From an optimization exercise on the open Yosys and OpenROAD flow, aimed at small area; shortcuts taken in it are not production practice.
RTL that was checked went through simulation tests only; none was proved equivalent to the original.
Function not checked in runs 1 and 3: the RTL went through the layout flow alone.

==> design.v <==
module CordicMachine #(parameter N = 4, parameter FIRST = 0) (
	input [N-1:0] a,
	input [N-1:0] b,
	input ci,
	output [N-1:0] s,
	output co
);
	wire [N:0] c;
	wire [N-1:0] ls;
	assign c[0] = FIRST ? ci : 1'b0;
	genvar j;
	generate for (j = 0; j < N; j = j + 1) begin : bit_
		assign ls[j] = a[j] ^ b[j] ^ c[j];
		assign c[j+1] = (a[j] & b[j]) | (c[j] & (a[j] ^ b[j]));
	end endgenerate
	generate if (FIRST) begin : rip
		assign s = ls;
		assign co = c[N];
	end else begin : inc
		wire [N:0] p;   
		assign p[0] = 1'b1;
		for (j = 0; j < N; j = j + 1) begin : pre
			assign p[j+1] = p[j] & ls[j];
			assign s[j] = ls[j] ^ (ci & p[j]);
		end
		assign co = c[N] | (ci & p[N]);
	end endgenerate
endmodule
module Cordic(
	input clk,
	input [12:0] x_0,
	input [12:0] y_0,
	input [12:0] z_0,
	output [12:0] x_N,
	output [12:0] y_N,
	output [12:0] z_N
);
	wire [12:0] xs0 = x_0, ys0 = y_0;
	wire [12:0] zs0 = z_0;
	wire d0 = zs0[12];   
	wire signed [12:0] xss0 = xs0, yss0 = ys0;
	wire [12:0] xsh0 = xss0 >>> 0, ysh0 = yss0 >>> 0;
	wire [12:0] bx0 = ysh0 ^ {13{~d0}}, by0 = xsh0 ^ {13{d0}};
	wire [12:0] xn0, yn0;
	wire cx0_3;
	CordicMachine #(.N(3), .FIRST(1)) ax0_0 (.a(xs0[2:0]), .b(bx0[2:0]), .ci(~d0), .s(xn0[2:0]), .co(cx0_3));
	wire cx0_6;
	CordicMachine #(.N(3), .FIRST(0)) ax0_1 (.a(xs0[5:3]), .b(bx0[5:3]), .ci(cx0_3), .s(xn0[5:3]), .co(cx0_6));
	wire cx0_9;
	CordicMachine #(.N(3), .FIRST(0)) ax0_2 (.a(xs0[8:6]), .b(bx0[8:6]), .ci(cx0_6), .s(xn0[8:6]), .co(cx0_9));
	wire cx0_13;
	CordicMachine #(.N(4), .FIRST(0)) ax0_3 (.a(xs0[12:9]), .b(bx0[12:9]), .ci(cx0_9), .s(xn0[12:9]), .co(cx0_13));
	wire cy0_3;
	CordicMachine #(.N(3), .FIRST(1)) ay0_0 (.a(ys0[2:0]), .b(by0[2:0]), .ci(d0), .s(yn0[2:0]), .co(cy0_3));
	wire cy0_6;
	CordicMachine #(.N(3), .FIRST(0)) ay0_1 (.a(ys0[5:3]), .b(by0[5:3]), .ci(cy0_3), .s(yn0[5:3]), .co(cy0_6));
	wire cy0_9;
	CordicMachine #(.N(3), .FIRST(0)) ay0_2 (.a(ys0[8:6]), .b(by0[8:6]), .ci(cy0_6), .s(yn0[8:6]), .co(cy0_9));
	wire cy0_13;
	CordicMachine #(.N(4), .FIRST(0)) ay0_3 (.a(ys0[12:9]), .b(by0[12:9]), .ci(cy0_9), .s(yn0[12:9]), .co(cy0_13));
	wire [12:0] zf0;
	wire [12:0] za0 = {~d0, d0, ~d0, d0, d0, ~d0, 1'b1, 1'b0, 1'b0, 1'b0, 1'b0, 1'b0, 1'b0};   
	assign zf0[5:0] = zs0[5:0];
	wire cz0_11;
	CordicMachine #(.N(5), .FIRST(1)) az0_0 (.a(zs0[10:6]), .b(za0[10:6]), .ci(1'b0), .s(zf0[10:6]), .co(cz0_11));
	wire cz0_13;
	CordicMachine #(.N(2), .FIRST(0)) az0_1 (.a(zs0[12:11]), .b(za0[12:11]), .ci(cz0_11), .s(zf0[12:11]), .co(cz0_13));
	localparam [12:0] IM1 = 13'd4, JM1 = 13'd4;   
	localparam [12:0] KM1 = 13'd1600;
	reg [12:0] xr1; reg [12:1] yr1; reg [12:0] zr1;
	always @(posedge clk) begin xr1 <= xn0 ^ IM1; yr1 <= yn0[12:1] ^ JM1[12:1]; zr1 <= zf0[12:0] ^ KM1; end
	wire [12:0] xs1 = xr1 ^ IM1, ys1 = {yr1 ^ JM1[12:1], xs1[0]};   
	wire [12:0] zs1 = zr1 ^ KM1;
	wire d1 = zs1[12];   
	wire signed [12:0] xss1 = xs1, yss1 = ys1;
	wire [12:0] xsh1 = xss1 >>> 1, ysh1 = yss1 >>> 1;
	wire [12:0] bx1 = ysh1 ^ {13{~d1}}, by1 = xsh1 ^ {13{d1}};
	wire [12:0] xn1, yn1;
	wire cx1_4;
	CordicMachine #(.N(4), .FIRST(1)) ax1_0 (.a(xs1[3:0]), .b(bx1[3:0]), .ci(~d1), .s(xn1[3:0]), .co(cx1_4));
	wire cx1_8;
	CordicMachine #(.N(4), .FIRST(0)) ax1_1 (.a(xs1[7:4]), .b(bx1[7:4]), .ci(cx1_4), .s(xn1[7:4]), .co(cx1_8));
	wire cx1_13;
	CordicMachine #(.N(5), .FIRST(0)) ax1_2 (.a(xs1[12:8]), .b(bx1[12:8]), .ci(cx1_8), .s(xn1[12:8]), .co(cx1_13));
	wire cy1_4;
	CordicMachine #(.N(4), .FIRST(1)) ay1_0 (.a(ys1[3:0]), .b(by1[3:0]), .ci(d1), .s(yn1[3:0]), .co(cy1_4));
	wire cy1_8;
	CordicMachine #(.N(4), .FIRST(0)) ay1_1 (.a(ys1[7:4]), .b(by1[7:4]), .ci(cy1_4), .s(yn1[7:4]), .co(cy1_8));
	wire cy1_13;
	CordicMachine #(.N(5), .FIRST(0)) ay1_2 (.a(ys1[12:8]), .b(by1[12:8]), .ci(cy1_8), .s(yn1[12:8]), .co(cy1_13));
	wire [11:0] zf1;
	wire [11:0] za1 = {~d1, d1, d1, ~d1, d1, ~d1, d1, ~d1, ~d1, 1'b1, 1'b0, 1'b0};   
	assign zf1[1:0] = zs1[1:0];
	wire cz1_7;
	CordicMachine #(.N(5), .FIRST(1)) az1_0 (.a(zs1[6:2]), .b(za1[6:2]), .ci(1'b0), .s(zf1[6:2]), .co(cz1_7));
	wire cz1_12;
	CordicMachine #(.N(5), .FIRST(0)) az1_1 (.a(zs1[11:7]), .b(za1[11:7]), .ci(cz1_7), .s(zf1[11:7]), .co(cz1_12));
	localparam [12:0] IM2 = 13'd12, JM2 = 13'd12;   
	localparam [11:0] KM2 = 12'd20;
	reg [12:0] xr2, yr2; reg [11:0] zr2;
	always @(posedge clk) begin xr2 <= xn1 ^ IM2; yr2 <= yn1 ^ JM2; zr2 <= zf1[11:0] ^ KM2; end
	wire [12:0] xs2 = xr2 ^ IM2, ys2 = yr2 ^ JM2;
	wire [11:0] zs2 = zr2 ^ KM2;
	wire d2 = zs2[11];   
	wire signed [12:0] xss2 = xs2, yss2 = ys2;
	wire [12:0] xsh2 = xss2 >>> 2, ysh2 = yss2 >>> 2;
	wire [12:0] bx2 = ysh2 ^ {13{~d2}}, by2 = xsh2 ^ {13{d2}};
	wire [12:0] xn2, yn2;
	wire cx2_4;
	CordicMachine #(.N(4), .FIRST(1)) ax2_0 (.a(xs2[3:0]), .b(bx2[3:0]), .ci(~d2), .s(xn2[3:0]), .co(cx2_4));
	wire cx2_8;
	CordicMachine #(.N(4), .FIRST(0)) ax2_1 (.a(xs2[7:4]), .b(bx2[7:4]), .ci(cx2_4), .s(xn2[7:4]), .co(cx2_8));
	wire cx2_13;
	CordicMachine #(.N(5), .FIRST(0)) ax2_2 (.a(xs2[12:8]), .b(bx2[12:8]), .ci(cx2_8), .s(xn2[12:8]), .co(cx2_13));
	wire cy2_4;
	CordicMachine #(.N(4), .FIRST(1)) ay2_0 (.a(ys2[3:0]), .b(by2[3:0]), .ci(d2), .s(yn2[3:0]), .co(cy2_4));
	wire cy2_8;
	CordicMachine #(.N(4), .FIRST(0)) ay2_1 (.a(ys2[7:4]), .b(by2[7:4]), .ci(cy2_4), .s(yn2[7:4]), .co(cy2_8));
	wire cy2_13;
	CordicMachine #(.N(5), .FIRST(0)) ay2_2 (.a(ys2[12:8]), .b(by2[12:8]), .ci(cy2_8), .s(yn2[12:8]), .co(cy2_13));
	wire [10:0] zf2;
	wire [10:0] za2 = {~d2, d2, d2, d2, ~d2, ~d2, ~d2, ~d2, ~d2, 1'b1, 1'b0};   
	assign zf2[0:0] = zs2[0:0];
	wire cz2_6;
	CordicMachine #(.N(5), .FIRST(1)) az2_0 (.a(zs2[5:1]), .b(za2[5:1]), .ci(1'b0), .s(zf2[5:1]), .co(cz2_6));
	wire cz2_11;
	CordicMachine #(.N(5), .FIRST(0)) az2_1 (.a(zs2[10:6]), .b(za2[10:6]), .ci(cz2_6), .s(zf2[10:6]), .co(cz2_11));
	localparam [12:0] IM3 = 13'd12, JM3 = 13'd12;   
	localparam [10:0] KM3 = 11'd56;
	reg [12:0] xr3, yr3; reg [10:0] zr3;
	always @(posedge clk) begin xr3 <= xn2 ^ IM3; yr3 <= yn2 ^ JM3; zr3 <= zf2[10:0] ^ KM3; end
	wire [12:0] xs3 = xr3 ^ IM3, ys3 = yr3 ^ JM3;
	wire [10:0] zs3 = zr3 ^ KM3;
	wire d3 = zs3[10];   
	wire signed [12:0] xss3 = xs3, yss3 = ys3;
	wire [12:0] xsh3 = xss3 >>> 3, ysh3 = yss3 >>> 3;
	wire [12:0] bx3 = ysh3 ^ {13{~d3}}, by3 = xsh3 ^ {13{d3}};
	wire [12:0] xn3, yn3;
	wire cx3_4;
	CordicMachine #(.N(4), .FIRST(1)) ax3_0 (.a(xs3[3:0]), .b(bx3[3:0]), .ci(~d3), .s(xn3[3:0]), .co(cx3_4));
	wire cx3_8;
	CordicMachine #(.N(4), .FIRST(0)) ax3_1 (.a(xs3[7:4]), .b(bx3[7:4]), .ci(cx3_4), .s(xn3[7:4]), .co(cx3_8));
	wire cx3_13;
	CordicMachine #(.N(5), .FIRST(0)) ax3_2 (.a(xs3[12:8]), .b(bx3[12:8]), .ci(cx3_8), .s(xn3[12:8]), .co(cx3_13));
	wire cy3_4;
	CordicMachine #(.N(4), .FIRST(1)) ay3_0 (.a(ys3[3:0]), .b(by3[3:0]), .ci(d3), .s(yn3[3:0]), .co(cy3_4));
	wire cy3_8;
	CordicMachine #(.N(4), .FIRST(0)) ay3_1 (.a(ys3[7:4]), .b(by3[7:4]), .ci(cy3_4), .s(yn3[7:4]), .co(cy3_8));
	wire cy3_13;
	CordicMachine #(.N(5), .FIRST(0)) ay3_2 (.a(ys3[12:8]), .b(by3[12:8]), .ci(cy3_8), .s(yn3[12:8]), .co(cy3_13));
	wire [9:0] zf3;
	wire [9:0] za3 = {~d3, d3, d3, d3, ~d3, ~d3, 1'b1, 1'b0, 1'b0, 1'b0};   
	assign zf3[2:0] = zs3[2:0];
	wire cz3_8;
	CordicMachine #(.N(5), .FIRST(1)) az3_0 (.a(zs3[7:3]), .b(za3[7:3]), .ci(1'b0), .s(zf3[7:3]), .co(cz3_8));
	wire cz3_10;
	CordicMachine #(.N(2), .FIRST(0)) az3_1 (.a(zs3[9:8]), .b(za3[9:8]), .ci(cz3_8), .s(zf3[9:8]), .co(cz3_10));
	localparam [12:0] IM4 = 13'd12, JM4 = 13'd12;   
	localparam [9:0] KM4 = 10'd16;
	reg [12:0] xr4, yr4; reg [9:0] zr4;
	always @(posedge clk) begin xr4 <= xn3 ^ IM4; yr4 <= yn3 ^ JM4; zr4 <= zf3[9:0] ^ KM4; end
	wire [12:0] xs4 = xr4 ^ IM4, ys4 = yr4 ^ JM4;
	wire [9:0] zs4 = zr4 ^ KM4;
	wire d4 = zs4[9];   
	wire signed [12:0] xss4 = xs4, yss4 = ys4;
	wire [12:0] xsh4 = xss4 >>> 4, ysh4 = yss4 >>> 4;
	wire [12:0] bx4 = ysh4 ^ {13{~d4}}, by4 = xsh4 ^ {13{d4}};
	wire [12:0] xn4, yn4;
	wire cx4_4;
	CordicMachine #(.N(4), .FIRST(1)) ax4_0 (.a(xs4[3:0]), .b(bx4[3:0]), .ci(~d4), .s(xn4[3:0]), .co(cx4_4));
	wire cx4_8;
	CordicMachine #(.N(4), .FIRST(0)) ax4_1 (.a(xs4[7:4]), .b(bx4[7:4]), .ci(cx4_4), .s(xn4[7:4]), .co(cx4_8));
	wire cx4_13;
	CordicMachine #(.N(5), .FIRST(0)) ax4_2 (.a(xs4[12:8]), .b(bx4[12:8]), .ci(cx4_8), .s(xn4[12:8]), .co(cx4_13));
	wire cy4_4;
	CordicMachine #(.N(4), .FIRST(1)) ay4_0 (.a(ys4[3:0]), .b(by4[3:0]), .ci(d4), .s(yn4[3:0]), .co(cy4_4));
	wire cy4_8;
	CordicMachine #(.N(4), .FIRST(0)) ay4_1 (.a(ys4[7:4]), .b(by4[7:4]), .ci(cy4_4), .s(yn4[7:4]), .co(cy4_8));
	wire cy4_13;
	CordicMachine #(.N(5), .FIRST(0)) ay4_2 (.a(ys4[12:8]), .b(by4[12:8]), .ci(cy4_8), .s(yn4[12:8]), .co(cy4_13));
	wire [8:0] zf4;
	wire [8:0] za4 = {~d4, d4, d4, d4, ~d4, ~d4, 1'b1, 1'b0, 1'b0};   
	assign zf4[1:0] = zs4[1:0];
	wire cz4_7;
	CordicMachine #(.N(5), .FIRST(1)) az4_0 (.a(zs4[6:2]), .b(za4[6:2]), .ci(1'b0), .s(zf4[6:2]), .co(cz4_7));
	wire cz4_9;
	CordicMachine #(.N(2), .FIRST(0)) az4_1 (.a(zs4[8:7]), .b(za4[8:7]), .ci(cz4_7), .s(zf4[8:7]), .co(cz4_9));
	localparam [12:0] IM5 = 13'd12, JM5 = 13'd12;   
	localparam [8:0] KM5 = 9'd0;
	reg [12:0] xr5, yr5; reg [8:0] zr5;
	always @(posedge clk) begin xr5 <= xn4 ^ IM5; yr5 <= yn4 ^ JM5; zr5 <= zf4[8:0] ^ KM5; end
	wire [12:0] xs5 = xr5 ^ IM5, ys5 = yr5 ^ JM5;
	wire [8:0] zs5 = zr5 ^ KM5;
	wire d5 = zs5[8];   
	wire signed [12:0] xss5 = xs5, yss5 = ys5;
	wire [12:0] xsh5 = xss5 >>> 5, ysh5 = yss5 >>> 5;
	wire [12:0] bx5 = ysh5 ^ {13{~d5}}, by5 = xsh5 ^ {13{d5}};
	wire [12:0] xn5, yn5;
	wire cx5_4;
	CordicMachine #(.N(4), .FIRST(1)) ax5_0 (.a(xs5[3:0]), .b(bx5[3:0]), .ci(~d5), .s(xn5[3:0]), .co(cx5_4));
	wire cx5_8;
	CordicMachine #(.N(4), .FIRST(0)) ax5_1 (.a(xs5[7:4]), .b(bx5[7:4]), .ci(cx5_4), .s(xn5[7:4]), .co(cx5_8));
	wire cx5_13;
	CordicMachine #(.N(5), .FIRST(0)) ax5_2 (.a(xs5[12:8]), .b(bx5[12:8]), .ci(cx5_8), .s(xn5[12:8]), .co(cx5_13));
	wire cy5_4;
	CordicMachine #(.N(4), .FIRST(1)) ay5_0 (.a(ys5[3:0]), .b(by5[3:0]), .ci(d5), .s(yn5[3:0]), .co(cy5_4));
	wire cy5_8;
	CordicMachine #(.N(4), .FIRST(0)) ay5_1 (.a(ys5[7:4]), .b(by5[7:4]), .ci(cy5_4), .s(yn5[7:4]), .co(cy5_8));
	wire cy5_13;
	CordicMachine #(.N(5), .FIRST(0)) ay5_2 (.a(ys5[12:8]), .b(by5[12:8]), .ci(cy5_8), .s(yn5[12:8]), .co(cy5_13));
	wire [7:0] zf5;
	wire [7:0] za5 = {~d5, d5, d5, d5, ~d5, ~d5, 1'b1, 1'b0};   
	assign zf5[0:0] = zs5[0:0];
	wire cz5_6;
	CordicMachine #(.N(5), .FIRST(1)) az5_0 (.a(zs5[5:1]), .b(za5[5:1]), .ci(1'b0), .s(zf5[5:1]), .co(cz5_6));
	wire cz5_8;
	CordicMachine #(.N(2), .FIRST(0)) az5_1 (.a(zs5[7:6]), .b(za5[7:6]), .ci(cz5_6), .s(zf5[7:6]), .co(cz5_8));
	localparam [12:0] IM6 = 13'd12, JM6 = 13'd12;   
	localparam [7:0] KM6 = 8'd0;
	reg [12:0] xr6, yr6; reg [7:0] zr6;
	always @(posedge clk) begin xr6 <= xn5 ^ IM6; yr6 <= yn5 ^ JM6; zr6 <= zf5[7:0] ^ KM6; end
	wire [12:0] xs6 = xr6 ^ IM6, ys6 = yr6 ^ JM6;
	wire [7:0] zs6 = zr6 ^ KM6;
	wire d6 = zs6[7];   
	wire signed [12:0] xss6 = xs6, yss6 = ys6;
	wire [12:0] xsh6 = xss6 >>> 6, ysh6 = yss6 >>> 6;
	wire [12:0] bx6 = ysh6 ^ {13{~d6}}, by6 = xsh6 ^ {13{d6}};
	wire [12:0] xn6, yn6;
	wire cx6_4;
	CordicMachine #(.N(4), .FIRST(1)) ax6_0 (.a(xs6[3:0]), .b(bx6[3:0]), .ci(~d6), .s(xn6[3:0]), .co(cx6_4));
	wire cx6_8;
	CordicMachine #(.N(4), .FIRST(0)) ax6_1 (.a(xs6[7:4]), .b(bx6[7:4]), .ci(cx6_4), .s(xn6[7:4]), .co(cx6_8));
	wire cx6_13;
	CordicMachine #(.N(5), .FIRST(0)) ax6_2 (.a(xs6[12:8]), .b(bx6[12:8]), .ci(cx6_8), .s(xn6[12:8]), .co(cx6_13));
	wire cy6_4;
	CordicMachine #(.N(4), .FIRST(1)) ay6_0 (.a(ys6[3:0]), .b(by6[3:0]), .ci(d6), .s(yn6[3:0]), .co(cy6_4));
	wire cy6_8;
	CordicMachine #(.N(4), .FIRST(0)) ay6_1 (.a(ys6[7:4]), .b(by6[7:4]), .ci(cy6_4), .s(yn6[7:4]), .co(cy6_8));
	wire cy6_13;
	CordicMachine #(.N(5), .FIRST(0)) ay6_2 (.a(ys6[12:8]), .b(by6[12:8]), .ci(cy6_8), .s(yn6[12:8]), .co(cy6_13));
	wire [6:0] zf6;
	wire [6:0] za6 = {~d6, d6, d6, d6, ~d6, ~d6, 1'b1};   
	wire cz6_5;
	CordicMachine #(.N(5), .FIRST(1)) az6_0 (.a(zs6[4:0]), .b(za6[4:0]), .ci(1'b0), .s(zf6[4:0]), .co(cz6_5));
	wire cz6_7;
	CordicMachine #(.N(2), .FIRST(0)) az6_1 (.a(zs6[6:5]), .b(za6[6:5]), .ci(cz6_5), .s(zf6[6:5]), .co(cz6_7));
	localparam [12:0] IM7 = 13'd12, JM7 = 13'd12;   
	localparam [6:0] KM7 = 7'd4;
	reg [12:0] xr7, yr7; reg [6:0] zr7;
	always @(posedge clk) begin xr7 <= xn6 ^ IM7; yr7 <= yn6 ^ JM7; zr7 <= zf6[6:0] ^ KM7; end
	wire [12:0] xs7 = xr7 ^ IM7, ys7 = yr7 ^ JM7;
	wire [6:0] zs7 = zr7 ^ KM7;
	wire d7 = zs7[6];   
	wire signed [12:0] xss7 = xs7, yss7 = ys7;
	wire [12:0] xsh7 = xss7 >>> 7, ysh7 = yss7 >>> 7;
	wire [12:0] bx7 = ysh7 ^ {13{~d7}}, by7 = xsh7 ^ {13{d7}};
	wire [12:0] xn7, yn7;
	wire cx7_4;
	CordicMachine #(.N(4), .FIRST(1)) ax7_0 (.a(xs7[3:0]), .b(bx7[3:0]), .ci(~d7), .s(xn7[3:0]), .co(cx7_4));
	wire cx7_8;
	CordicMachine #(.N(4), .FIRST(0)) ax7_1 (.a(xs7[7:4]), .b(bx7[7:4]), .ci(cx7_4), .s(xn7[7:4]), .co(cx7_8));
	wire cx7_13;
	CordicMachine #(.N(5), .FIRST(0)) ax7_2 (.a(xs7[12:8]), .b(bx7[12:8]), .ci(cx7_8), .s(xn7[12:8]), .co(cx7_13));
	wire cy7_4;
	CordicMachine #(.N(4), .FIRST(1)) ay7_0 (.a(ys7[3:0]), .b(by7[3:0]), .ci(d7), .s(yn7[3:0]), .co(cy7_4));
	wire cy7_8;
	CordicMachine #(.N(4), .FIRST(0)) ay7_1 (.a(ys7[7:4]), .b(by7[7:4]), .ci(cy7_4), .s(yn7[7:4]), .co(cy7_8));
	wire cy7_13;
	CordicMachine #(.N(5), .FIRST(0)) ay7_2 (.a(ys7[12:8]), .b(by7[12:8]), .ci(cy7_8), .s(yn7[12:8]), .co(cy7_13));
	wire [5:0] zf7;
	wire [5:0] za7 = {~d7, d7, d7, 1'b1, 1'b0, 1'b0};   
	assign zf7[1:0] = zs7[1:0];
	wire cz7_6;
	CordicMachine #(.N(4), .FIRST(1)) az7_0 (.a(zs7[5:2]), .b(za7[5:2]), .ci(1'b0), .s(zf7[5:2]), .co(cz7_6));
	localparam [12:0] IM8 = 13'd12, JM8 = 13'd12;   
	localparam [5:0] KM8 = 6'd4;
	reg [12:0] xr8, yr8; reg [5:0] zr8;
	always @(posedge clk) begin xr8 <= xn7 ^ IM8; yr8 <= yn7 ^ JM8; zr8 <= zf7[5:0] ^ KM8; end
	wire [12:0] xs8 = xr8 ^ IM8, ys8 = yr8 ^ JM8;
	wire [5:0] zs8 = zr8 ^ KM8;
	wire d8 = zs8[5];   
	wire signed [12:0] xss8 = xs8, yss8 = ys8;
	wire [12:0] xsh8 = xss8 >>> 8, ysh8 = yss8 >>> 8;
	wire [12:0] bx8 = ysh8 ^ {13{~d8}}, by8 = xsh8 ^ {13{d8}};
	wire [12:0] xn8, yn8;
	wire cx8_5;
	CordicMachine #(.N(5), .FIRST(1)) ax8_0 (.a(xs8[4:0]), .b(bx8[4:0]), .ci(~d8), .s(xn8[4:0]), .co(cx8_5));
	wire [12:5] qx8 = xs8[12:5] ^ {8{bx8[12]}};
	wire kx8 = cx8_5 ^ bx8[12];   
	wire [13:5] px8;
	assign px8[5] = 1'b1;
	assign px8[6] = px8[5] & qx8[5];
	assign xn8[5] = xs8[5] ^ (kx8 & px8[5]);
	assign px8[7] = px8[6] & qx8[6];
	assign xn8[6] = xs8[6] ^ (kx8 & px8[6]);
	assign px8[8] = px8[7] & qx8[7];
	assign xn8[7] = xs8[7] ^ (kx8 & px8[7]);
	assign px8[9] = px8[8] & qx8[8];
	assign xn8[8] = xs8[8] ^ (kx8 & px8[8]);
	assign px8[10] = px8[9] & qx8[9];
	assign xn8[9] = xs8[9] ^ (kx8 & px8[9]);
	assign px8[11] = px8[10] & qx8[10];
	assign xn8[10] = xs8[10] ^ (kx8 & px8[10]);
	assign px8[12] = px8[11] & qx8[11];
	assign xn8[11] = xs8[11] ^ (kx8 & px8[11]);
	assign px8[13] = px8[12] & qx8[12];
	assign xn8[12] = xs8[12] ^ (kx8 & px8[12]);
	wire cy8_5;
	CordicMachine #(.N(5), .FIRST(1)) ay8_0 (.a(ys8[4:0]), .b(by8[4:0]), .ci(d8), .s(yn8[4:0]), .co(cy8_5));
	wire [12:5] qy8 = ys8[12:5] ^ {8{by8[12]}};
	wire ky8 = cy8_5 ^ by8[12];   
	wire [13:5] py8;
	assign py8[5] = 1'b1;
	assign py8[6] = py8[5] & qy8[5];
	assign yn8[5] = ys8[5] ^ (ky8 & py8[5]);
	assign py8[7] = py8[6] & qy8[6];
	assign yn8[6] = ys8[6] ^ (ky8 & py8[6]);
	assign py8[8] = py8[7] & qy8[7];
	assign yn8[7] = ys8[7] ^ (ky8 & py8[7]);
	assign py8[9] = py8[8] & qy8[8];
	assign yn8[8] = ys8[8] ^ (ky8 & py8[8]);
	assign py8[10] = py8[9] & qy8[9];
	assign yn8[9] = ys8[9] ^ (ky8 & py8[9]);
	assign py8[11] = py8[10] & qy8[10];
	assign yn8[10] = ys8[10] ^ (ky8 & py8[10]);
	assign py8[12] = py8[11] & qy8[11];
	assign yn8[11] = ys8[11] ^ (ky8 & py8[11]);
	assign py8[13] = py8[12] & qy8[12];
	assign yn8[12] = ys8[12] ^ (ky8 & py8[12]);
	wire [4:0] zf8;
	wire [4:0] za8 = {~d8, d8, d8, 1'b1, 1'b0};   
	assign zf8[0:0] = zs8[0:0];
	wire cz8_5;
	CordicMachine #(.N(4), .FIRST(1)) az8_0 (.a(zs8[4:1]), .b(za8[4:1]), .ci(1'b0), .s(zf8[4:1]), .co(cz8_5));
	localparam [12:0] IM9 = 13'd12, JM9 = 13'd12;   
	localparam [4:0] KM9 = 5'd2;
	reg [12:0] xr9, yr9; reg [4:0] zr9;
	always @(posedge clk) begin xr9 <= xn8 ^ IM9; yr9 <= yn8 ^ JM9; zr9 <= zf8[4:0] ^ KM9; end
	wire [12:0] xs9 = xr9 ^ IM9, ys9 = yr9 ^ JM9;
	wire [4:0] zs9 = zr9 ^ KM9;
	wire d9 = zs9[4];   
	wire signed [12:0] xss9 = xs9, yss9 = ys9;
	wire [12:0] xsh9 = xss9 >>> 9, ysh9 = yss9 >>> 9;
	wire [12:0] bx9 = ysh9 ^ {13{~d9}}, by9 = xsh9 ^ {13{d9}};
	wire [12:0] xn9, yn9;
	wire cx9_4;
	CordicMachine #(.N(4), .FIRST(1)) ax9_0 (.a(xs9[3:0]), .b(bx9[3:0]), .ci(~d9), .s(xn9[3:0]), .co(cx9_4));
	wire [12:4] qx9 = xs9[12:4] ^ {9{bx9[12]}};
	wire kx9 = cx9_4 ^ bx9[12];   
	wire [13:4] px9;
	assign px9[4] = 1'b1;
	assign px9[5] = px9[4] & qx9[4];
	assign xn9[4] = xs9[4] ^ (kx9 & px9[4]);
	assign px9[6] = px9[5] & qx9[5];
	assign xn9[5] = xs9[5] ^ (kx9 & px9[5]);
	assign px9[7] = px9[6] & qx9[6];
	assign xn9[6] = xs9[6] ^ (kx9 & px9[6]);
	assign px9[8] = px9[7] & qx9[7];
	assign xn9[7] = xs9[7] ^ (kx9 & px9[7]);
	assign px9[9] = px9[8] & qx9[8];
	assign xn9[8] = xs9[8] ^ (kx9 & px9[8]);
	assign px9[10] = px9[9] & qx9[9];
	assign xn9[9] = xs9[9] ^ (kx9 & px9[9]);
	assign px9[11] = px9[10] & qx9[10];
	assign xn9[10] = xs9[10] ^ (kx9 & px9[10]);
	assign px9[12] = px9[11] & qx9[11];
	assign xn9[11] = xs9[11] ^ (kx9 & px9[11]);
	assign px9[13] = px9[12] & qx9[12];
	assign xn9[12] = xs9[12] ^ (kx9 & px9[12]);
	wire cy9_4;
	CordicMachine #(.N(4), .FIRST(1)) ay9_0 (.a(ys9[3:0]), .b(by9[3:0]), .ci(d9), .s(yn9[3:0]), .co(cy9_4));
	wire [12:4] qy9 = ys9[12:4] ^ {9{by9[12]}};
	wire ky9 = cy9_4 ^ by9[12];   
	wire [13:4] py9;
	assign py9[4] = 1'b1;
	assign py9[5] = py9[4] & qy9[4];
	assign yn9[4] = ys9[4] ^ (ky9 & py9[4]);
	assign py9[6] = py9[5] & qy9[5];
	assign yn9[5] = ys9[5] ^ (ky9 & py9[5]);
	assign py9[7] = py9[6] & qy9[6];
	assign yn9[6] = ys9[6] ^ (ky9 & py9[6]);
	assign py9[8] = py9[7] & qy9[7];
	assign yn9[7] = ys9[7] ^ (ky9 & py9[7]);
	assign py9[9] = py9[8] & qy9[8];
	assign yn9[8] = ys9[8] ^ (ky9 & py9[8]);
	assign py9[10] = py9[9] & qy9[9];
	assign yn9[9] = ys9[9] ^ (ky9 & py9[9]);
	assign py9[11] = py9[10] & qy9[10];
	assign yn9[10] = ys9[10] ^ (ky9 & py9[10]);
	assign py9[12] = py9[11] & qy9[11];
	assign yn9[11] = ys9[11] ^ (ky9 & py9[11]);
	assign py9[13] = py9[12] & qy9[12];
	assign yn9[12] = ys9[12] ^ (ky9 & py9[12]);
	wire [3:0] zf9;
	wire [3:0] za9 = {~d9, d9, d9, 1'b1};   
	wire cz9_4;
	CordicMachine #(.N(4), .FIRST(1)) az9_0 (.a(zs9[3:0]), .b(za9[3:0]), .ci(1'b0), .s(zf9[3:0]), .co(cz9_4));
	localparam [12:0] IM10 = 13'd0, JM10 = 13'd0;   
	localparam [3:0] KM10 = 4'd0;
	reg [12:0] xr10, yr10; reg [3:0] zr10;
	always @(posedge clk) begin xr10 <= xn9 ^ IM10; yr10 <= yn9 ^ JM10; zr10 <= zf9[3:0] ^ KM10; end
	wire [12:0] xs10 = xr10 ^ IM10, ys10 = yr10 ^ JM10;
	wire [3:0] zs10 = zr10 ^ KM10;
	assign x_N = xs10;
	assign y_N = ys10;
	assign z_N = {{9{zs10[3]}}, zs10};
endmodule
==> flow/run.sh <==
#!/bin/bash
# Standard layout, except: the port buffers that placement inserts use the smallest
# buffer cell, and the buffers synthesis left in the netlist are removed before global
# placement (placement's repair then buffers only where it needs to).
set -euo pipefail
export BUFFER_PORTS_ARGS="-buffer_cell sky130_fd_sc_hd__buf_1"
export PRE_GLOBAL_PLACE_TCL="$PWD/flow/rmbuf.tcl"
bash standard.sh > standard.log 2>&1
==> flow/rmbuf.tcl <==
remove_buffers
==> standard.sh <==
#!/bin/bash
# synth_recipe.tcl (not shown) runs the flow's synth.tcl, then flattens the netlist and writes it again
# the make line also repeats each setting of config.mk as NAME=value (left out here)
make -C /OpenROAD-flow-scripts/flow DESIGN_CONFIG=/design/flow/config.mk WORK_HOME=/design/flow/orfs CLKGATE_MAP_FILE= SYNTH_SCRIPT=/design/flow/synth_recipe.tcl "${@:-finish}"
==> config.mk <==
export PLATFORM = sky130hd
export DESIGN_NAME = Cordic
export DESIGN_NICKNAME = Cordic
export VERILOG_FILES = /design/flow/design.v
export SDC_FILE = /design/flow/constraint.sdc
export NUM_CORES = 4
export LEC_CHECK = 0
export CAP_MARGIN = 20
export CORE_MARGIN = 2
export CORE_UTILIZATION = 40
export CTS_BUF_LIST = sky130_fd_sc_hd__clkbuf_8
export CTS_CLUSTER_DIAMETER = 100
export CTS_CLUSTER_SIZE = 18
export GPL_TIMING_DRIVEN = 0
export SLEW_MARGIN = 20
==> constraint.sdc <==
create_clock -name core_clock -period 3.2 [get_ports {clk}]
set_input_delay 0.6400 -clock core_clock [delete_from_list [all_inputs] [get_ports {clk}]]
set_output_delay 0.6400 -clock core_clock [all_outputs]
set_load 0.01 [all_outputs]
==> impl_metrics.csv, run 1 <==
group,metric,value,unit
clock_network,cts_buffers,23,
floorplanning,rows,76,
clock_network,clkSlewWorstSetupHoldPaths,0.11,ns
clock_network,cts.sinks,344,
sta,period_share,95.29,%
drt,viasPerCell,4.424,
sta,holdWs,0.1413,ns
clock_network,clk_latency,0.59,ns
floorplanning,dieArea,45380,µm²
synth,ys.flop_type,"dfxtp_1",
sta,setup_viol_count_final,0,
drt,vias,9264,
setup_path,critPathMaxFanout,8,
synth,synth_area_leaders,"dfxtp_1 (39%), fa_1 (23%), xnor2_1 (10%), xor2_1 (8.0%), ha_1 (5.7%)",
setup_path,worstSetupEndpointType,"flip-flop",
synth,synth_common_cells,"dfxtp_1 (344), xnor2_1 (207), fa_1 (197), xor2_1 (159), inv_1 (140)",
sta,min_period,3.049,ns
synth,ys_ff_latch,344,
synth,synth.largest_area_cell,"dfxtp_1",
sta,fmax,327.9,MHz
sta,finalMaxSlewViolations,0,
synth,yosysWarnings,1,
setup_path,r2r_cells,9,
drt,drc,0,
sta,tightest_slew,0.8017,ns
synth,avgSynthCellArea,12.20,µm²
global_routing,grt_pass1_vias,9898,
global_routing,grt_pass1_wl,45690,µm
floorplanning,die_w,213.0,µm
synth,yosysMostFrequentCell,"dfxtp_1",
clock_network,cts-htree-levels,1,
global_routing,grt_max_degree,27,
job,drv_cap,0,
hold_path,min_from,"z_0[0]",
sta,slew_headroom,46.37,%
drt,ant_nets,0,
place,io_buffers,78,
floorplanning,core,43080,µm²
final_layout,drive_gt1_share,6.101,%
sta,timing.setup.tns,0,ns
place,dp.cells,2056,
hold_path,hp-class,"in -> reg",
synth,ys_types,55,
setup_path,crit_type,"reg -> reg",
final_layout,fin_nets,1825,
floorplanning,initial_core_util,40.57,%
clock_network,cts-root-buf,"clkbuf_8",
drt,post_drt_wl_per_cell,12.36,µm
floorplanning,top_level_ports,79,
hold_path,min_path_cells,1,
global_routing,grt_remaining_overflow,0,
final_layout,final_core_util,43.77,%
drt,dr.pass1.iters,5,
setup_path,rrSetupSlack,0.15,ns
floorplanning,die_y,213.0,µm
sta,hold_violations,0,
hold_path,hold_path_end,"zr1[0]",
synth,yosysTopAreaCellShare,39.40,%
run_status,status,"complete, no violations",
drt,drt_first_iter_violations,349,
global_routing,antenna_found_initial,1,
drt,wl,25890,µm
sta,rsz0062_at_grt,"yes",
synth,synth_edf_count,0,
setup_path,worst_setup_path_start_kind,"flip-flop",
final_layout,syn_to_final_growth,7.890,%
clock_network,tritoncts,"done",
sta,fin_skew,0.02827,ns
final_layout,fin_cells,2094,
global_routing,grt_usage,12.39,%
setup_path,timing.rr.end,"yr10[12]",
synth,synth_fp_nets,1749,
place,place_congestion,0.7957,
setup_path,cp.required,3.67,ns
synth,ys_async_sr_fraction,0,%
setup_path,reg2reg_from,"xr9[9]",
synth,synth_cells,1432,
place,hpwl,20860,µm
clock_network,clockBufferDepth,3,
synth,synth_area,17480,µm²
synth,yosysSeqAreaShare,39.40,%
setup_path,cp_data_arrival_time,3.52,ns
==> stage by stage <==
step,setup WS (ns),instance area [µm²]
3_5_place_dp,-0.8079,18280
3_3_place_gp,-1.281,18260
6_report,0.1506,18860
2_1_floorplan,0.001794,17480
5_1_grt,0.001324,18860
4_1_cts,0.009849,18750
==> metal layers <==
metal	part of all wire [%]	routed length, µm	global-route usage (%)	vias to the layer above
met2	54	14090	24.45	100
met5	0	0	0	-
li1	-	-	-	4647
met3	3.0	780	1.824	33
met1	41	10500	13.64	4484
met4	2.0	510	3.328	0
==> cell families (layout without fill, tap and decap cells) <==
kind of cell	Yosys count	in the layout	share of synthesized area [%]
buffers and inverters	183	259	4.474
flip-flops	344	344	39.40
XOR/XNOR	371	371	18.87
adder cells (fa/ha/maj)	277	277	28.29
other	0	1	0
multiplexers	9	9	0.5584
AND/OR/NAND/NOR	189	189	6.343
AO/OA/AOI/OAI	59	59	2.055
==> worst max path at each step <==
stage          startpoint  endpoint  cells after the start
3_5_place_dp       zr6[7]    yr7[9]                     10
2_1_floorplan      zr6[7]    xr7[9]                     11
5_1_grt           zr2[11]    xr3[9]                      9
3_3_place_gp      z_0[12]   yr1[12]                     10
4_1_cts           zr3[10]   yr4[12]                      9
6_report           xr9[9]  yr10[12]                      9
==> area by class of cell <==
cell class	instances	area [µm²]
fillers	4029	24220
multi-input cells	905	9884
flip-flops and latches	344	6927
well taps	585	732.0
inverters	143	540.5
repair buffers	91	429.2
clock buffers	23	316.6
clock inverters	2	23.77
diodes	1	2.502
==> layout by cell type (no fill, tap or decap), types with 6 or more instances in the layout <==
master,instances
buf_1,77
nand4_1,7
fa_1,195
nand4b_1,15
o22ai_1,10
ha_1,80
buf_4,8
xnor2_1,207
o21ai_1,12
nor2_1,12
xor2_1,155
dfxtp_1,330
o21ai_2,6
inv_1,138
nand3_1,48
nand2_1,30
and3_1,27
dfxtp_4,9
nor3_1,11
clkbuf_8,23
mux2_2,6
o21ai_0,13
==> critical path, stage by stage (launching register included) <==
cell,delay (ns)
dfxtp_2,0.43
mux2i_1,0.26
fa_1,0.20
inv_1,0.05
fa_1,0.37
fa_1,0.53
or4_4,0.62
nor3_1,0.20
o22ai_1,0.14
xnor2_1,0.14
==> timing repair <==
item / 4_1_cts / 5_1_grt
gates resized for setup: 25 / 25
buffers inserted: 8 / 4
hold buffers: 0 / 0
setup endpoints to repair: 102 / 64
endpoints found under the hold margin: 0 / 0
==> run 2: changes to the inputs <==
--- a/design.v
+++ b/design.v
@@ -256,16 +256,48 @@
 	wire [12:0] bx7 = ysh7 ^ {13{~d7}}, by7 = xsh7 ^ {13{d7}};
 	wire [12:0] xn7, yn7;
-	wire cx7_4;
-	CordicMachine #(.N(4), .FIRST(1)) ax7_0 (.a(xs7[3:0]), .b(bx7[3:0]), .ci(~d7), .s(xn7[3:0]), .co(cx7_4));
-	wire cx7_8;
-	CordicMachine #(.N(4), .FIRST(0)) ax7_1 (.a(xs7[7:4]), .b(bx7[7:4]), .ci(cx7_4), .s(xn7[7:4]), .co(cx7_8));
-	wire cx7_13;
-	CordicMachine #(.N(5), .FIRST(0)) ax7_2 (.a(xs7[12:8]), .b(bx7[12:8]), .ci(cx7_8), .s(xn7[12:8]), .co(cx7_13));
-	wire cy7_4;
-	CordicMachine #(.N(4), .FIRST(1)) ay7_0 (.a(ys7[3:0]), .b(by7[3:0]), .ci(d7), .s(yn7[3:0]), .co(cy7_4));
-	wire cy7_8;
-	CordicMachine #(.N(4), .FIRST(0)) ay7_1 (.a(ys7[7:4]), .b(by7[7:4]), .ci(cy7_4), .s(yn7[7:4]), .co(cy7_8));
-	wire cy7_13;
-	CordicMachine #(.N(5), .FIRST(0)) ay7_2 (.a(ys7[12:8]), .b(by7[12:8]), .ci(cy7_8), .s(yn7[12:8]), .co(cy7_13));
+	wire cx7_3;
+	CordicMachine #(.N(3), .FIRST(1)) ax7_0 (.a(xs7[2:0]), .b(bx7[2:0]), .ci(~d7), .s(xn7[2:0]), .co(cx7_3));
+	wire cx7_6;
+	CordicMachine #(.N(3), .FIRST(0)) ax7_1 (.a(xs7[5:3]), .b(bx7[5:3]), .ci(cx7_3), .s(xn7[5:3]), .co(cx7_6));
+	wire [12:6] qx7 = xs7[12:6] ^ {7{bx7[12]}};
+	wire kx7 = cx7_6 ^ bx7[12];   
+	wire [13:6] px7;
+	assign px7[6] = 1'b1;
+	assign px7[7] = px7[6] & qx7[6];
+	assign xn7[6] = xs7[6] ^ (kx7 & px7[6]);
+	assign px7[8] = px7[7] & qx7[7];
+	assign xn7[7] = xs7[7] ^ (kx7 & px7[7]);
+	assign px7[9] = px7[8] & qx7[8];
+	assign xn7[8] = xs7[8] ^ (kx7 & px7[8]);
+	assign px7[10] = px7[9] & qx7[9];
+	assign xn7[9] = xs7[9] ^ (kx7 & px7[9]);
+	assign px7[11] = px7[10] & qx7[10];
+	assign xn7[10] = xs7[10] ^ (kx7 & px7[10]);
+	assign px7[12] = px7[11] & qx7[11];
+	assign xn7[11] = xs7[11] ^ (kx7 & px7[11]);
+	assign px7[13] = px7[12] & qx7[12];
+	assign xn7[12] = xs7[12] ^ (kx7 & px7[12]);
+	wire cy7_3;
+	CordicMachine #(.N(3), .FIRST(1)) ay7_0 (.a(ys7[2:0]), .b(by7[2:0]), .ci(d7), .s(yn7[2:0]), .co(cy7_3));
+	wire cy7_6;
+	CordicMachine #(.N(3), .FIRST(0)) ay7_1 (.a(ys7[5:3]), .b(by7[5:3]), .ci(cy7_3), .s(yn7[5:3]), .co(cy7_6));
+	wire [12:6] qy7 = ys7[12:6] ^ {7{by7[12]}};
+	wire ky7 = cy7_6 ^ by7[12];   
+	wire [13:6] py7;
+	assign py7[6] = 1'b1;
+	assign py7[7] = py7[6] & qy7[6];
+	assign yn7[6] = ys7[6] ^ (ky7 & py7[6]);
+	assign py7[8] = py7[7] & qy7[7];
+	assign yn7[7] = ys7[7] ^ (ky7 & py7[7]);
+	assign py7[9] = py7[8] & qy7[8];
+	assign yn7[8] = ys7[8] ^ (ky7 & py7[8]);
+	assign py7[10] = py7[9] & qy7[9];
+	assign yn7[9] = ys7[9] ^ (ky7 & py7[9]);
+	assign py7[11] = py7[10] & qy7[10];
+	assign yn7[10] = ys7[10] ^ (ky7 & py7[10]);
+	assign py7[12] = py7[11] & qy7[11];
+	assign yn7[11] = ys7[11] ^ (ky7 & py7[11]);
+	assign py7[13] = py7[12] & qy7[12];
+	assign yn7[12] = ys7[12] ^ (ky7 & py7[12]);
 	wire [5:0] zf7;
 	wire [5:0] za7 = {~d7, d7, d7, 1'b1, 1'b0, 1'b0};   
==> impl_metrics.csv, run 2 <==
group,metric,value,unit
clock_network,cts.sinks,344,
global_routing,grt_pass1_vias,10090,
final_layout,fin_nets,1835,
clock_network,tritoncts,"done",
place,dp.cells,2078,
setup_path,cp.required,3.66,ns
synth,synth_cells,1457,
floorplanning,core,42890,µm²
final_layout,layout_common_cells,"dfxtp_1 (332), xnor2_1 (222), fa_1 (185)",
synth,synth.largest_area_cell,"dfxtp_1",
sta,tightest_slew,0.7375,ns
synth,yosysWarnings,1,
drt,wl,25680,µm
synth,synth_common_cells,"dfxtp_1 (344), xnor2_1 (224), fa_1 (187), xor2_1 (153), inv_1 (145)",
job,drv_cap,0,
clock_network,cts-htree-levels,1,
final_layout,syn_to_final_growth,8.444,%
setup_path,reg2reg_from,"xr8[8]",
floorplanning,die_y,212.0,µm
drt,dr.pass1.iters,4,
synth,ys_ff_latch,344,
synth,yosysTopAreaCellShare,39.79,%
drt,viasPerCell,4.456,
synth,synth_area_leaders,"dfxtp_1 (40%), fa_1 (22%), xnor2_1 (11%), xor2_1 (7.7%), ha_1 (5.5%)",
setup_path,critical_path.startpoint,"xr8[8]",
sta,fmax,325.1,MHz
floorplanning,rows,76,
floorplanning,top_level_ports,79,
final_layout,n_antenna_cell,0,
sta,holdWs,0.1574,ns
synth,synth_edf_count,0,
run_status,status,"complete, no violations",
synth,ys_async_sr_fraction,0,%
synth,yosysMostFrequentCell,"dfxtp_1",
hold_path,hp-class,"in -> reg",
clock_network,clk_latency,0.57,ns
place,hpwl,20610,µm
final_layout,final_core_util,43.76,%
setup_path,crit_type,"reg -> reg",
synth,ys.flop_type,"dfxtp_1",
drt,drc,0,
global_routing,met2_usage,25.18,%
setup_path,worstSetupEndpointType,"flip-flop",
hold_path,min_from,"z_0[3]",
sta,fin_skew,0.02602,ns
clock_network,holdBufCountCts,0,
global_routing,gr-max-usage-layer,"met2",
place,preCtsSetupSlack,-0.9613,ns
final_layout,final_common_cell,"dfxtp_1",
sta,setup_viol_count_final,0,
drt,drt_first_iter_violations,236,
clock_network,clkSlewWorstSetupHoldPaths,0.10,ns
clock_network,cts-root-buf,"clkbuf_8",
synth,synth_fp_nets,1760,
setup_path,critPathMaxFanout,7,
final_layout,drive_gt1_share,5.548,%
global_routing,grt_max_degree,27,
synth,ys_types,46,
drt,ant_nets,0,
sta,finalMaxSlewViolations,0,
place,io_buffers,78,
place,place_congestion,0.7833,
clock_network,clockBufferDepth,3,
global_routing,grt_pass1_wl,45280,µm
drt,post_drt_wl_per_cell,12.13,µm
place,place_area,18150,µm²
final_layout,num-fill-cells,4034,
synth,synth_area,17310,µm²
sta,setup_slack,0.1244,ns
sta,period_share,96.11,%
global_routing,grt_remaining_overflow,0,
sta,slew_headroom,50.66,%
global_routing,met3_usage,1.743,%
sta,timing.setup.tns,0,ns
floorplanning,dieArea,44950,µm²
global_routing,use_met1,12.48,%
drt,vias,9434,
setup_path,cp_data_arrival_time,3.54,ns
synth,avgSynthCellArea,11.88,µm²
floorplanning,initial_core_util,40.35,%
sta,min_period,3.076,ns
floorplanning,die_w,212.0,µm
sta,hold_violations,0,
global_routing,grt_usage,12.30,%
setup_path,worst_setup_path_start_kind,"flip-flop",
synth,yosysSeqAreaShare,39.79,%
final_layout,fin_cells,2117,
final_layout,fin_area,18770,µm²
clock_network,cts_buffers,23,
global_routing,antenna_found_initial,0,
==> run 2: cell count changes in the layout (fill, tap and decap cells not counted), moves of 4 or more <==
| cell | delta |
|---|---|
| nor3_1 | +10 |
| xnor2_1 | +15 |
| o21ai_0 | +5 |
| nor4_1 | +7 |
| nor2_1 | +8 |
| inv_1 | +7 |
| fa_1 | -10 |
| xor2_1 | -6 |
| ha_1 | -4 |
| o21ai_1 | -6 |
==> run 2: per-layer routing <==
| layer | wire [µm] | up-vias |
|---|---|---|
| li1 | - | 4753 |
| met1 | 9822 | 4532 |
| met2 | 14370 | 106 |
| met3 | 748 | 43 |
| met4 | 739 | 0 |
| met5 | 0 | - |
==> run 2: logic make-up after synthesis <==
family | after synthesis | share of synthesized area, %
xor gates and xnor gates | 378 | 19.17
DFF | 344 | 39.79
adders and majority gates | 263 | 27.13
and+or+nand+nor | 206 | 6.550
buffers and inverters | 189 | 4.345
AOI/OAI and AO/OA | 67 | 2.393
muxes | 10 | 0.6217
==> run 2: layout make-up <==
| type | instances | area [µm²] | share of cell area, % |
|---|---|---|---|
| clock buffer | 23 | 316.6 | 1.687 |
| clock inverter | 2 | 20.02 | 0.1067 |
| inverter | 146 | 551.8 | 2.940 |
| multi-input combinational | 924 | 9777 | 52.09 |
| sequential | 344 | 6927 | 36.91 |
| tap | 585 | 732.0 | 3.900 |
| timing repair buffer | 93 | 444.2 | 2.367 |
==> run 2: final timing paths <==
| path | endpoint | slack (ns) | cells after the start |
|---|---|---|---|
| max | yr9[10] | 0.12 | 10 |
| min | zr1[3] | 0.16 | 1 |
| max reg2reg | yr9[10] | 0.12 | 10 |
| min reg2reg | zr8[1] | 0.32 | 0 |
==> run 2: worst max-delay path: stages, from the launching register on <==
cell and delay [ns]:
dfxtp_4 0.39, mux2_2 0.35, fa_1 0.38, inv_1 0.10, fa_1 0.22, fa_1 0.21, fa_2 0.27, or4b_2 0.64
nor3_2 0.15, o21ai_0 0.12, xnor2_1 0.14
==> run 2: what timing repair did <==
item	4_1_cts	5_1_grt
setup endpoints to repair	102	64
resized for setup	24	24
buffers inserted	8	6
pin swaps	0	2
==> run 3: changes to the inputs <==
--- a/design.v
+++ b/design.v
@@ -201,12 +201,36 @@
 	wire cx5_8;
 	CordicMachine #(.N(4), .FIRST(0)) ax5_1 (.a(xs5[7:4]), .b(bx5[7:4]), .ci(cx5_4), .s(xn5[7:4]), .co(cx5_8));
-	wire cx5_13;
-	CordicMachine #(.N(5), .FIRST(0)) ax5_2 (.a(xs5[12:8]), .b(bx5[12:8]), .ci(cx5_8), .s(xn5[12:8]), .co(cx5_13));
+	wire [12:8] qx5 = xs5[12:8] ^ {5{bx5[12]}};
+	wire kx5 = cx5_8 ^ bx5[12];   
+	wire [13:8] px5;
+	assign px5[8] = 1'b1;
+	assign px5[9] = px5[8] & qx5[8];
+	assign xn5[8] = xs5[8] ^ (kx5 & px5[8]);
+	assign px5[10] = px5[9] & qx5[9];
+	assign xn5[9] = xs5[9] ^ (kx5 & px5[9]);
+	assign px5[11] = px5[10] & qx5[10];
+	assign xn5[10] = xs5[10] ^ (kx5 & px5[10]);
+	assign px5[12] = px5[11] & qx5[11];
+	assign xn5[11] = xs5[11] ^ (kx5 & px5[11]);
+	assign px5[13] = px5[12] & qx5[12];
+	assign xn5[12] = xs5[12] ^ (kx5 & px5[12]);
 	wire cy5_4;
 	CordicMachine #(.N(4), .FIRST(1)) ay5_0 (.a(ys5[3:0]), .b(by5[3:0]), .ci(d5), .s(yn5[3:0]), .co(cy5_4));
 	wire cy5_8;
 	CordicMachine #(.N(4), .FIRST(0)) ay5_1 (.a(ys5[7:4]), .b(by5[7:4]), .ci(cy5_4), .s(yn5[7:4]), .co(cy5_8));
-	wire cy5_13;
-	CordicMachine #(.N(5), .FIRST(0)) ay5_2 (.a(ys5[12:8]), .b(by5[12:8]), .ci(cy5_8), .s(yn5[12:8]), .co(cy5_13));
+	wire [12:8] qy5 = ys5[12:8] ^ {5{by5[12]}};
+	wire ky5 = cy5_8 ^ by5[12];   
+	wire [13:8] py5;
+	assign py5[8] = 1'b1;
+	assign py5[9] = py5[8] & qy5[8];
+	assign yn5[8] = ys5[8] ^ (ky5 & py5[8]);
+	assign py5[10] = py5[9] & qy5[9];
+	assign yn5[9] = ys5[9] ^ (ky5 & py5[9]);
+	assign py5[11] = py5[10] & qy5[10];
+	assign yn5[10] = ys5[10] ^ (ky5 & py5[10]);
+	assign py5[12] = py5[11] & qy5[11];
+	assign yn5[11] = ys5[11] ^ (ky5 & py5[11]);
+	assign py5[13] = py5[12] & qy5[12];
+	assign yn5[12] = ys5[12] ^ (ky5 & py5[12]);
 	wire [7:0] zf5;
 	wire [7:0] za5 = {~d5, d5, d5, d5, ~d5, ~d5, 1'b1, 1'b0};   
@@ -227,16 +251,44 @@
 	wire [12:0] bx6 = ysh6 ^ {13{~d6}}, by6 = xsh6 ^ {13{d6}};
 	wire [12:0] xn6, yn6;
-	wire cx6_4;
-	CordicMachine #(.N(4), .FIRST(1)) ax6_0 (.a(xs6[3:0]), .b(bx6[3:0]), .ci(~d6), .s(xn6[3:0]), .co(cx6_4));
-	wire cx6_8;
-	CordicMachine #(.N(4), .FIRST(0)) ax6_1 (.a(xs6[7:4]), .b(bx6[7:4]), .ci(cx6_4), .s(xn6[7:4]), .co(cx6_8));
-	wire cx6_13;
-	CordicMachine #(.N(5), .FIRST(0)) ax6_2 (.a(xs6[12:8]), .b(bx6[12:8]), .ci(cx6_8), .s(xn6[12:8]), .co(cx6_13));
-	wire cy6_4;
-	CordicMachine #(.N(4), .FIRST(1)) ay6_0 (.a(ys6[3:0]), .b(by6[3:0]), .ci(d6), .s(yn6[3:0]), .co(cy6_4));
-	wire cy6_8;
-	CordicMachine #(.N(4), .FIRST(0)) ay6_1 (.a(ys6[7:4]), .b(by6[7:4]), .ci(cy6_4), .s(yn6[7:4]), .co(cy6_8));
-	wire cy6_13;
-	CordicMachine #(.N(5), .FIRST(0)) ay6_2 (.a(ys6[12:8]), .b(by6[12:8]), .ci(cy6_8), .s(yn6[12:8]), .co(cy6_13));
+	wire cx6_3;
+	CordicMachine #(.N(3), .FIRST(1)) ax6_0 (.a(xs6[2:0]), .b(bx6[2:0]), .ci(~d6), .s(xn6[2:0]), .co(cx6_3));
+	wire cx6_7;
+	CordicMachine #(.N(4), .FIRST(0)) ax6_1 (.a(xs6[6:3]), .b(bx6[6:3]), .ci(cx6_3), .s(xn6[6:3]), .co(cx6_7));
+	wire [12:7] qx6 = xs6[12:7] ^ {6{bx6[12]}};
+	wire kx6 = cx6_7 ^ bx6[12];   
+	wire [13:7] px6;
+	assign px6[7] = 1'b1;
+	assign px6[8] = px6[7] & qx6[7];
+	assign xn6[7] = xs6[7] ^ (kx6 & px6[7]);
+	assign px6[9] = px6[8] & qx6[8];
+	assign xn6[8] = xs6[8] ^ (kx6 & px6[8]);
+	assign px6[10] = px6[9] & qx6[9];
+	assign xn6[9] = xs6[9] ^ (kx6 & px6[9]);
+	assign px6[11] = px6[10] & qx6[10];
+	assign xn6[10] = xs6[10] ^ (kx6 & px6[10]);
+	assign px6[12] = px6[11] & qx6[11];
+	assign xn6[11] = xs6[11] ^ (kx6 & px6[11]);
+	assign px6[13] = px6[12] & qx6[12];
+	assign xn6[12] = xs6[12] ^ (kx6 & px6[12]);
+	wire cy6_3;
+	CordicMachine #(.N(3), .FIRST(1)) ay6_0 (.a(ys6[2:0]), .b(by6[2:0]), .ci(d6), .s(yn6[2:0]), .co(cy6_3));
+	wire cy6_7;
+	CordicMachine #(.N(4), .FIRST(0)) ay6_1 (.a(ys6[6:3]), .b(by6[6:3]), .ci(cy6_3), .s(yn6[6:3]), .co(cy6_7));
+	wire [12:7] qy6 = ys6[12:7] ^ {6{by6[12]}};
+	wire ky6 = cy6_7 ^ by6[12];   
+	wire [13:7] py6;
+	assign py6[7] = 1'b1;
+	assign py6[8] = py6[7] & qy6[7];
+	assign yn6[7] = ys6[7] ^ (ky6 & py6[7]);
+	assign py6[9] = py6[8] & qy6[8];
+	assign yn6[8] = ys6[8] ^ (ky6 & py6[8]);
+	assign py6[10] = py6[9] & qy6[9];
+	assign yn6[9] = ys6[9] ^ (ky6 & py6[9]);
+	assign py6[11] = py6[10] & qy6[10];
+	assign yn6[10] = ys6[10] ^ (ky6 & py6[10]);
+	assign py6[12] = py6[11] & qy6[11];
+	assign yn6[11] = ys6[11] ^ (ky6 & py6[11]);
+	assign py6[13] = py6[12] & qy6[12];
+	assign yn6[12] = ys6[12] ^ (ky6 & py6[12]);
 	wire [6:0] zf6;
 	wire [6:0] za6 = {~d6, d6, d6, d6, ~d6, ~d6, 1'b1};   
==> impl_metrics.csv, run 3 <==
group,metric,value,unit
floorplanning,top_level_ports,79,
clock_network,cts_buffers,23,
clock_network,cts.sinks,344,
sta,tightest_slew,0.9897,ns
sta,hold_violations,0,
drt,drc,0,
floorplanning,initial_core_util,40.72,%
clock_network,holdBufCountCts,0,
setup_path,cp_data_arrival_time,3.56,ns
global_routing,grt_remaining_overflow,0,
sta,fmax,324.1,MHz
sta,period_share,96.43,%
floorplanning,die_y,211.1,µm
final_layout,n_antenna_cell,0,
sta,setup_slack,0.1144,ns
place,hpwl,20540,µm
final_layout,layout_common_cells,"dfxtp_1 (331), xnor2_1 (216), fa_1 (160)",
final_layout,final_common_cell,"dfxtp_1",
sta,min_period,3.086,ns
setup_path,cp.required,3.67,ns
setup_path,worstSetupEndpointType,"flip-flop",
setup_path,worst_setup_path_start_kind,"flip-flop",
floorplanning,rows,75,
drt,ant_nets,0,
job,drv_cap,0,
place,preCtsSetupSlack,-0.6848,ns
setup_path,max_stage_delay,0.43,ns
place,io_buffers,78,
synth,yosysMostFrequentCell,"dfxtp_1",
global_routing,gr-max-usage-layer,"met2",
synth,synth_fp_nets,1735,
hold_path,hp-class,"in -> reg",
synth,yosysTopAreaCellShare,40.13,%
synth,ys.flop_type,"dfxtp_1",
setup_path,crit_top_cell,"fa_1",
synth,synth_area_leaders,"dfxtp_1 (40%), fa_1 (20%), xnor2_1 (11%), xor2_1 (8.1%), ha_1 (5.0%)",
synth,synth_edf_count,0,
place,place_congestion,0.7837,
floorplanning,die_w,211.1,µm
sta,timing.setup.tns,0,ns
floorplanning,core,42130,µm²
clock_network,clk_latency,0.58,ns
setup_path,cp_cell_sequence,"buf_4, xnor2_1, ha_1, fa_1, fa_1, inv_1, fa_1, o21ai_2, nand4_1, or2_2, xnor2_2",
synth,synth_cells,1454,
setup_path,critPathMaxFanout,5,
final_layout,fin_cells,2112,
setup_path,path_buf_inv,2,
sta,rsz0062_at_grt,"yes",
floorplanning,dieArea,44570,µm²
final_layout,syn_to_final_growth,10.59,%
final_layout,fin_nets,1855,
synth,synth_area,17160,µm²
place,dp.cells,2024,
drt,viasPerCell,4.503,
setup_path,cp_slowest_cell,"fa_1",
global_routing,use_met1,14.03,%
clock_network,clockBufferDepth,3,
run_status,status,"complete, no violations",
global_routing,met3_usage,2.081,%
synth,ys_async_sr_fraction,0,%
synth,ys_types,54,
drt,vias,9511,
global_routing,antenna_found_initial,0,
synth,avgSynthCellArea,11.80,µm²
clock_network,cts-htree-levels,1,
global_routing,grt_usage,12.68,%
sta,fin_skew,0.03372,ns
drt,dr.pass1.iters,4,
global_routing,grt_pass1_wl,46570,µm
drt,drt_first_iter_violations,369,
drt,wl,26580,µm
synth,synth.largest_area_cell,"dfxtp_1",
setup_path,crit_type,"reg -> reg",
synth,synth_common_cells,"dfxtp_1 (344), xnor2_1 (220), fa_1 (173), xor2_1 (159), inv_1 (145)",
sta,finalMaxSlewViolations,0,
global_routing,met2_usage,24.56,%
synth,yosysWarnings,1,
synth,yosysSeqAreaShare,40.13,%
global_routing,grt_max_degree,27,
final_layout,drive_gt1_share,10.87,%
setup_path,path_delay_family,"adder cells",
sta,setup_viol_count_final,0,
drt,post_drt_wl_per_cell,12.59,µm
sta,slew_headroom,33.55,%
global_routing,grt_pass1_vias,10170,
clock_network,tritoncts,"done",
clock_network,cts-root-buf,"clkbuf_8",
clock_network,clkSlewWorstSetupHoldPaths,0.11,ns
synth,ys_ff_latch,344,
-- run 3: cell types whose count changed in the layout (fill, tap and decap cells not counted), sizes merged, moves of 11 or more --
cell / before / now
buf: 92 / 141
and3: 24 / 8
fa: 187 / 173
nand4: 8 / 21
nor2: 20 / 31
nand3: 49 / 35
-- run 3: worst reg2reg max path: cells and delay by family, from the launching register on --
family | cells | cell delay [ns]
AO/OA/AOI/OAI | 1 | 0.17
flip-flops | 1 | 0.39
XOR/XNOR | 2 | 0.29
adder cells (fa/ha/maj) | 4 | 1.46
buffers and inverters | 2 | 0.23
AND/OR/NAND/NOR | 2 | 0.43
-- run 3: per-stage QoR --
step | hold slack [ns] | cell area, µm² | util [%]
after floorplan | 0.3096 | 17290 | -
after global placement | 0.3135 | 17940 | 42.57
after detailed placement | 0.3121 | 17940 | 42.58
after CTS | 0.1016 | 18510 | 43.92
after global routing | 0.1133 | 18980 | 45.04
final | 0.1523 | 18980 | 45.04
-- run 3: worst paths after layout --
| kind | slack, ns | start | to | cells past startpoint |
|---|---|---|---|---|
| setup / recovery | 0.11 | zr4[9] | xr5[12] | 11 |
| hold / removal | 0.15 | z_0[2] | zr1[2] | 1 |
| setup reg to reg | 0.11 | zr4[9] | xr5[12] | 11 |
| hold reg to reg | 0.34 | zr7[1] | zr8[1] | 0 |
-- run 3: cell families after synthesis --
logic type,count (synthesis),synth area share (%)
AO/OA/AOI/OAI,68,2.662
XOR/XNOR,381,19.53
adder cells (fa/ha/maj),241,25.14
buffers and inverters,193,4.601
flip-flops,344,40.13
multiplexers,22,1.349
AND/OR/NAND/NOR,205,6.577
-- run 3: layout make-up --
| class | count | area (µm²) |
|---|---|---|
| repair buffers | 142 | 817.0 |
| fillers | 3961 | 23160 |
| flip-flops and latches | 344 | 6925 |
| multi-input cells | 917 | 9674 |
| well taps | 539 | 674.4 |
| clock inverters | 1 | 16.27 |
| inverters | 146 | 551.8 |
| clock buffers | 23 | 316.6 |
-- run 3: metal layers --
| metal | routed length [µm] | part of all wire [%] |
|---|---|---|
| met4 | 704 | 2.6 |
| met2 | 14330 | 54 |
| met3 | 770 | 2.9 |
| met5 | 0 | 0 |
| met1 | 10780 | 41 |
-- run 3: what timing repair did --
action                                  CTS  global route
resized for setup                        20            37
pin swaps                                 2            21
endpoints found under the setup margin   89            38
buffers inserted                         20            44

[afterwards: timing with drivers on the ports]
How much do the figures lean on ideal ports? The routed layouts below were timed once more, with nothing changed but the port constraints. Step 1 (the two cells are an assumption about what drives the block):
set clk [get_ports {clk}]
set_driving_cell -lib_cell sky130_fd_sc_hd__clkbuf_16 $clk
set_driving_cell -lib_cell sky130_fd_sc_hd__buf_2 [delete_from_list [all_inputs] $clk]
Step 2 moves the port delays by t, midway between the first and last clock arrival at a register: inputs arrive t later, outputs are due t later. That takes back most of the time a late clock gives input paths. Three values: no drivers, after step 1, after step 2; two values: the first two.
run | t, ns | slack for setup (ns) | worst register clock-pin slew, ns | worst data-port slew with drivers (ns)
run 1 | 0.625 | 0.151 / 0.151 / -0.232 | 0.11 / 0.11 | 0.03
run 2 | 0.607 | 0.124 / 0.124 / -0.197 | 0.11 / 0.11 | 0.03
run 3 | 0.607 | 0.114 / 0.114 / -0.334 | 0.11 / 0.11 | 0.04
With both steps, setup timing fails in every run listed, where it was met with ideal ports. The setup slack of run 3, which loses most, moves by 0.000 ns with the drivers and by -0.448 ns with both steps.
